This design comes from an exercise in tuning for small area, a short achievable clock period and few clock cycles on the open sky130 flow, not from production work.
The RTL was checked by simulation tests, not by an equivalence proof against the original design.

==> v35: inputs <==
// Architecture
module Architecture #(parameter NX = 6, parameter NH = 4, parameter BITS = 16) (
	input								clk,
	input								rst,
	input								TR,
	input								VL,
	input	[NX-1:0][BITS-1:0]			x,
	input	[BITS-1:0]					y,
	input	[BITS-1:0]					lr,
	output	[BITS-1:0]					yhat,
	output	[BITS-1:0]					Error,
	output								S_Train,
	output								S_Error,
	output	[NH-1:0][NX:0][BITS-1:0]	WH,
	output	[NH:0][BITS-1:0]			WO
);
Settings: LEC_CHECK=0, CAP_MARGIN=40, CELL_PAD_IN_SITES_DETAIL_PLACEMENT=1, CELL_PAD_IN_SITES_GLOBAL_PLACEMENT=2, CORE_MARGIN=2, CORE_UTILIZATION=50, PLACE_DENSITY=0.65, SLEW_MARGIN=60; clock period 12.0 ns.
run.sh (not shown) runs the stock make flow with config.mk's settings and CLKGATE_MAP_FILE= SYNTH_SCRIPT=/design/flow/synth_recipe.tcl, a recipe that flattens the netlist after the stock synthesis.
==> v1 (differences from v35) <==
--- a/flow/design.v
+++ b/flow/design.v
@@ -690,32 +690,45 @@
 		frot <= start || (!start && (s[1] || s[2] || s[3]));
 		fwd2 <= !start && (s[1] || s[2] || s[3]);
 		rot  <= !start && (s[13] || s[15] || s[16] || s[17]);
 		pW   <= !start && (s[11] || s[12] || s[14]);
 	end
 end
 assign S_Train = s[19];
 assign S_Error = s[7] && !mode_tr;
+reg xs0, xs1, xs2;
+always @(posedge clk) begin
+	if (rst) begin
+		xs0 <= 1'b1;
+		xs1 <= 1'b0;
+		xs2 <= 1'b0;
+	end
+	else begin
+		xs0 <= (!start && (s[0] || s[19] || (s[7] && !mode_tr))) || (!start && s[9]);
+		xs1 <= start || (!start && s[10]);
+		xs2 <= !start && (s[1] || s[12]);
+	end
+end
 wire [BITS-1:0] x_ma_next =
-	({BITS{s[0] | s[10]}} & x[0]) |
-	({BITS{s[1] | s[11]}} & x[2]) |
-	({BITS{s[2] | s[13]}} & x[4]);
+	({BITS{xs0}} & x[0]) |
+	({BITS{xs1}} & x[2]) |
+	({BITS{xs2}} & x[4]);
 wire [BITS-1:0] x_mb_next =
-	({BITS{s[0] | s[10]}} & x[1]) |
-	({BITS{s[1] | s[11]}} & x[3]) |
-	({BITS{s[2] | s[13]}} & x[5]);
-wire x_sel = s[0] | s[1] | s[2] | s[10] | s[11] | s[13];
+	({BITS{xs0}} & x[1]) |
+	({BITS{xs1}} & x[3]) |
+	({BITS{xs2}} & x[5]);
+wire x_sel = xs0 | xs1 | xs2;
 wire [23:0] enc_xa = benc(x_ma_next);
 wire [23:0] enc_xb = benc(x_mb_next);
 wire [23:0] enc_lr = benc(lr);
 wire [23:0] enc_ga = x_sel ? enc_xa : enc_lr;
 wire [23:0] enc_gb = x_sel ? enc_xb : enc_lr;
 reg [BITS-1:0] WO0;
-reg [BITS-1:0] zo, d;
+reg [BITS-1:0] xor_z, d;		 
 reg            yneg, err;
 wire [NH-1:0][BITS-1:0] sa_all, ca_all;
 wire [NH-1:0]           cya_all;
 wire [NH-1:0][BITS-1:0] sb_all, cb_all;
 wire [NH-1:0]           cyb_all;
 	wire fs_s0 = WO0[0] ^ sa_all[0][0] ^ ca_all[0][0];
 	wire fs_c0 = (WO0[0] & sa_all[0][0]) | (ca_all[0][0] & (WO0[0] ^ sa_all[0][0]));
 	wire fs_s1 = sa_all[1][0] ^ ca_all[1][0] ^ sa_all[2][0];
@@ -941,47 +954,45 @@
 	wire [15:0] fs_r0 = {fs_c103, fs_c96, fs_c89, fs_c82, fs_c75, fs_c68, fs_c61, fs_c54, fs_c47, fs_c40, fs_c33, fs_c26, fs_c19, fs_s18, fs_s11, fs_s4};
 	wire [15:0] fs_r1 = {fs_s110, fs_s103, fs_s96, fs_s89, fs_s82, fs_s75, fs_s68, fs_s61, fs_s54, fs_s47, fs_s40, fs_s33, fs_s26, fs_s19, fs_s12, fs_s5};
 	wire [15:0] zsum = fs_r0 + fs_r1;
 reg [BITS-1:0] yr;
 always @(posedge clk)
 	yr <= y;
 always @(posedge clk) begin
 	if (s[6]) begin
-		zo <= zsum;
+		xor_z <= zsum ^ {16{zsum[BITS-1]}};
 		yneg <= zsum[BITS-1];
 		err <= zsum[BITS-1] ? (yr != 16'h0000) : (yr != 16'h0100);
 	end
 end
 assign yhat  = yneg ? 16'h0000 : 16'h0100;
 assign Error = {15'd0, err};
-wire        zneg = zo[BITS-1];
-wire [15:0] xo = zo ^ {16{zneg}};
+wire        zneg = yneg;
+wire [15:0] xo = xor_z;
 wire        c7 = zneg & (&xo[6:0]);			 
 wire        hi_nz = |xo[15:11];
 reg  [5:0]  sm0, sm1, sm;
 reg  [8:0]  sc0, sc1, sc;
 function [14:0] segtab;
 	input [4:0] k;
 	begin
-		case (k)
-		5'd0:    segtab = {6'h3f, 9'h080};
-		5'd1:    segtab = {6'h38, 9'h084};
-		5'd2:    segtab = {6'h2c, 9'h08f};
-		5'd3:    segtab = {6'h20, 9'h0a1};
-		5'd4:    segtab = {6'h16, 9'h0b5};
-		5'd5:    segtab = {6'h0f, 9'h0c8};
-		5'd6:    segtab = {6'h09, 9'h0d8};
-		5'd7:    segtab = {6'h06, 9'h0e4};
-		5'd8:    segtab = {6'h04, 9'h0ed};
-		5'd9:    segtab = {6'h02, 9'h0f3};
-		5'd10:   segtab = {6'h01, 9'h0f8};
-		5'd11:   segtab = {6'h01, 9'h0fa};
-		default: segtab = {6'h00, 9'h100};
-		endcase
+		if (k == 5'd0) segtab = {6'h3f, 9'h080};
+		else if (k == 5'd1) segtab = {6'h38, 9'h084};
+		else if (k == 5'd2) segtab = {6'h2c, 9'h08f};
+		else if (k == 5'd3) segtab = {6'h20, 9'h0a1};
+		else if (k == 5'd4) segtab = {6'h16, 9'h0b5};
+		else if (k == 5'd5) segtab = {6'h0f, 9'h0c8};
+		else if (k == 5'd6) segtab = {6'h09, 9'h0d8};
+		else if (k == 5'd7) segtab = {6'h06, 9'h0e4};
+		else if (k == 5'd8) segtab = {6'h04, 9'h0ed};
+		else if (k == 5'd9) segtab = {6'h02, 9'h0f3};
+		else if (k == 5'd10) segtab = {6'h01, 9'h0f8};
+		else if (k == 5'd11) segtab = {6'h01, 9'h0fa};
+		else         segtab = {6'h00, 9'h100};
 	end
 endfunction
 always @(*) begin
 	{sm0, sc0} = segtab({1'b0, xo[10:7]});
 	{sm1, sc1} = segtab({1'b0, xo[10:7]} + 5'd1);
 	if (hi_nz) begin
 		sm = 6'h00; sc = 9'h100;
 	end
@@ -1101,31 +1112,32 @@
 wire sg_s52 = sg_c25 ^ sg_s38 ^ sg_c37;
 wire sg_c52 = (sg_c25 & sg_s38) | (sg_c37 & (sg_c25 ^ sg_s38));
 wire sg_s53 = sg_c26 ^ sg_s39 ^ sg_c38;
 wire sg_c53 = (sg_c26 & sg_s39) | (sg_c38 & (sg_c26 ^ sg_s39));
 wire sg_s54 = sc[7] ^ (xs[10] & sm[5]) ^ sg_c39;
 wire sg_c54 = (sc[7] & (xs[10] & sm[5])) | (sg_c39 & (sc[7] ^ (xs[10] & sm[5])));
 wire [16:0] sg_r0 = {sc[8], sg_s54, sg_s53, sg_s52, sg_s51, sg_s50, sg_s49, sg_s48, sg_s47, sg_s46, sg_s45, sg_s44, sg_s43, sg_s42, sg_s41, (xs[0] & sm[1]), smn[0]};
 wire [16:0] sg_r1 = {sg_c54, sg_c53, sg_c52, sg_c51, sg_c50, sg_c49, sg_c48, sg_c47, sg_c46, sg_c45, sg_c44, sg_c43, sg_c42, sg_c41, sg_c40, sg_s40, (xs[0] & sm[0])};
+wire [8:0] sg_lo = {1'b0, sg_r0[7:0]} + {1'b0, sg_r1[7:0]};
 reg [16:0] sgr0, sgr1;
-wire [8:0] sg_lo = {1'b0, sgr0[7:0]} + {1'b0, sgr1[7:0]};
+reg        sgc;			 
 wire [15:0] t0n = {16{zneg}} ^ {7'd0, sgr0[16:8]};
 wire [15:0] t1n = {16{zneg}} ^ {7'd0, sgr1[16:8]};
-wire        tcy = sg_lo[8] ^ zneg;
+wire        tcy = sgc ^ zneg;
 wire [15:0] yn = ~yr;
 wire [15:0] kd = zneg ? 16'h0102 : 16'h0001;
 wire sd_s0 = yn[0] ^ kd[0] ^ t0n[0];
 wire sd_c0 = (yn[0] & kd[0]) | (t0n[0] & (yn[0] ^ kd[0]));
-wire sd_s1 = t1n[0] ^ tcy ^ sd_s0;
-wire sd_c1 = (t1n[0] & tcy) | (sd_s0 & (t1n[0] ^ tcy));
+wire sd_s1 = t1n[0] ^ tcy;
+wire sd_c1 = t1n[0] & tcy;
 wire sd_s2 = yn[1] ^ kd[1] ^ t0n[1];
 wire sd_c2 = (yn[1] & kd[1]) | (t0n[1] & (yn[1] ^ kd[1]));
-wire sd_s3 = t1n[1] ^ sd_c0 ^ sd_s2;
-wire sd_c3 = (t1n[1] & sd_c0) | (sd_s2 & (t1n[1] ^ sd_c0));
+wire sd_s3 = t1n[1] ^ sd_c1 ^ sd_c0;
+wire sd_c3 = (t1n[1] & sd_c1) | (sd_c0 & (t1n[1] ^ sd_c1));
 wire sd_s4 = yn[2] ^ kd[2] ^ t0n[2];
 wire sd_c4 = (yn[2] & kd[2]) | (t0n[2] & (yn[2] ^ kd[2]));
 wire sd_s5 = t1n[2] ^ sd_c2 ^ sd_s4;
 wire sd_c5 = (t1n[2] & sd_c2) | (sd_s4 & (t1n[2] ^ sd_c2));
 wire sd_s6 = yn[3] ^ kd[3] ^ t0n[3];
 wire sd_c6 = (yn[3] & kd[3]) | (t0n[3] & (yn[3] ^ kd[3]));
 wire sd_s7 = t1n[3] ^ sd_c4 ^ sd_s6;
 wire sd_c7 = (t1n[3] & sd_c4) | (sd_s6 & (t1n[3] ^ sd_c4));
@@ -1172,23 +1184,24 @@
 wire sd_s28 = yn[14] ^ kd[14] ^ t0n[14];
 wire sd_c28 = (yn[14] & kd[14]) | (t0n[14] & (yn[14] ^ kd[14]));
 wire sd_s29 = t1n[14] ^ sd_c26 ^ sd_s28;
 wire sd_c29 = (t1n[14] & sd_c26) | (sd_s28 & (t1n[14] ^ sd_c26));
 wire sd_s30 = yn[15] ^ kd[15] ^ t0n[15];
 wire sd_c30 = (yn[15] & kd[15]) | (t0n[15] & (yn[15] ^ kd[15]));
 wire sd_s31 = t1n[15] ^ sd_c28 ^ sd_s30;
 wire sd_c31 = (t1n[15] & sd_c28) | (sd_s30 & (t1n[15] ^ sd_c28));
-wire [15:0] sd_r0 = {sd_c29, sd_c27, sd_c25, sd_c23, sd_c21, sd_c19, sd_c17, sd_c15, sd_c13, sd_c11, sd_c9, sd_c7, sd_c5, sd_c3, sd_c1, sd_s1};
-wire [15:0] sd_r1 = {sd_s31, sd_s29, sd_s27, sd_s25, sd_s23, sd_s21, sd_s19, sd_s17, sd_s15, sd_s13, sd_s11, sd_s9, sd_s7, sd_s5, sd_s3, 1'b0};
+wire [15:0] sd_r0 = {sd_c29, sd_c27, sd_c25, sd_c23, sd_c21, sd_c19, sd_c17, sd_c15, sd_c13, sd_c11, sd_c9, sd_c7, sd_c5, sd_c3, sd_s2, sd_s0};
+wire [15:0] sd_r1 = {sd_s31, sd_s29, sd_s27, sd_s25, sd_s23, sd_s21, sd_s19, sd_s17, sd_s15, sd_s13, sd_s11, sd_s9, sd_s7, sd_s5, sd_s3, sd_s1};
 wire [15:0] dnew = sd_r0 + sd_r1;
 always @(posedge clk) begin
 	if (s[7]) begin
 		sgr0 <= sg_r0;
 		sgr1 <= sg_r1;
+		sgc <= sg_lo[8];
 	end
 	if (s[8])
 		d <= dnew;
 end
 	wire ws_s0 = WO0[0] ^ sb_all[0][0] ^ cb_all[0][0];
 	wire ws_c0 = (WO0[0] & sb_all[0][0]) | (cb_all[0][0] & (WO0[0] ^ sb_all[0][0]));
 	wire ws_s1 = WO0[1] ^ sb_all[0][1] ^ cb_all[0][1];
 	wire ws_c1 = (WO0[1] & sb_all[0][1]) | (cb_all[0][1] & (WO0[1] ^ sb_all[0][1]));
==> flow/flow/run.sh (new file) <==
#!/bin/bash
# The standard layout, with timing repair asked for 7 ns of setup slack
# (the clock and the constraints are the design's; only the repair effort differs).
set -euo pipefail
bash standard.sh SETUP_SLACK_MARGIN=7.0 finish > standard_flow.log 2>&1
==> flow/standard.sh (new file) <==
#!/bin/bash
# synth_recipe.tcl (not shown) runs the flow's synth.tcl, then flattens the netlist and writes it again
# the make line also repeats each setting of config.mk as NAME=value (left out here)
make -C /OpenROAD-flow-scripts/flow DESIGN_CONFIG=/design/flow/config.mk WORK_HOME=/design/flow/orfs CLKGATE_MAP_FILE= SYNTH_SCRIPT=/design/flow/synth_recipe.tcl "${@:-finish}"
==> flow/config.mk (replaced) <==
export PLATFORM = sky130hd
export DESIGN_NAME = Architecture
export DESIGN_NICKNAME = Architecture
export VERILOG_FILES = /design/flow/design.v
export SDC_FILE = /design/flow/constraint.sdc
export NUM_CORES = 4
export LEC_CHECK = 0
export CAP_MARGIN = 40
export CELL_PAD_IN_SITES_DETAIL_PLACEMENT = 1
export CELL_PAD_IN_SITES_GLOBAL_PLACEMENT = 2
export CORE_MARGIN = 2
export CORE_UTILIZATION = 30
export PLACE_DENSITY = 0.5
export SLEW_MARGIN = 60
removed: flow/run.sh
==> results.txt <==
- Against v35, the area after synthesis of v1 is smaller by 0.68%.
- In v1 the non-clock buffer count is higher than in v35, by 154.
- Of v35 and v1, v1 has the higher clock skew (gap 0.024 ns).
- Of v1 and v35, v35 has the higher flip-flop and latch count (gap 12).
- Critical path depth is the same in v1 and v35.
Testbench counts of v35, summed over its fixed seeds: cycles 25,928.
Testbench counts of v1, summed over its fixed seeds: cycles 25,928.

## re-timing with driven ports
In the flow no input, the clock included, has a driving cell. The finished layouts below were timed again as built, in two steps.
Step 1 (the two cells are an assumption about what drives the block):
set clk [get_ports {clk}]
set_driving_cell -lib_cell sky130_fd_sc_hd__clkbuf_16 $clk
set_driving_cell -lib_cell sky130_fd_sc_hd__buf_2 [delete_from_list [all_inputs] $clk]
Step 2 adds t to the input delays and takes it off the output delays; t is the mean of the earliest and latest rising clock arrival at the registers after step 1. Input paths then give back, and output paths get back, about the clock's delay inside the block.
a / b / c = no drivers / after step 1 / after step 2; a / b = the first two.
| run | shift t [ns] | setup WS [ns] | worst setup path after step 2 | latest minus earliest clock arrival (ns) |
|---|---|---|---|---|
| v35 | 0.954 | 6.426 / 6.426 / 6.426 | register to register | 0.052 / 0.052 |
| v1 | 1.074 | 6.817 / 6.817 / 6.817 | register to register | 0.064 / 0.064 |
After both steps every run listed still meets setup and hold.
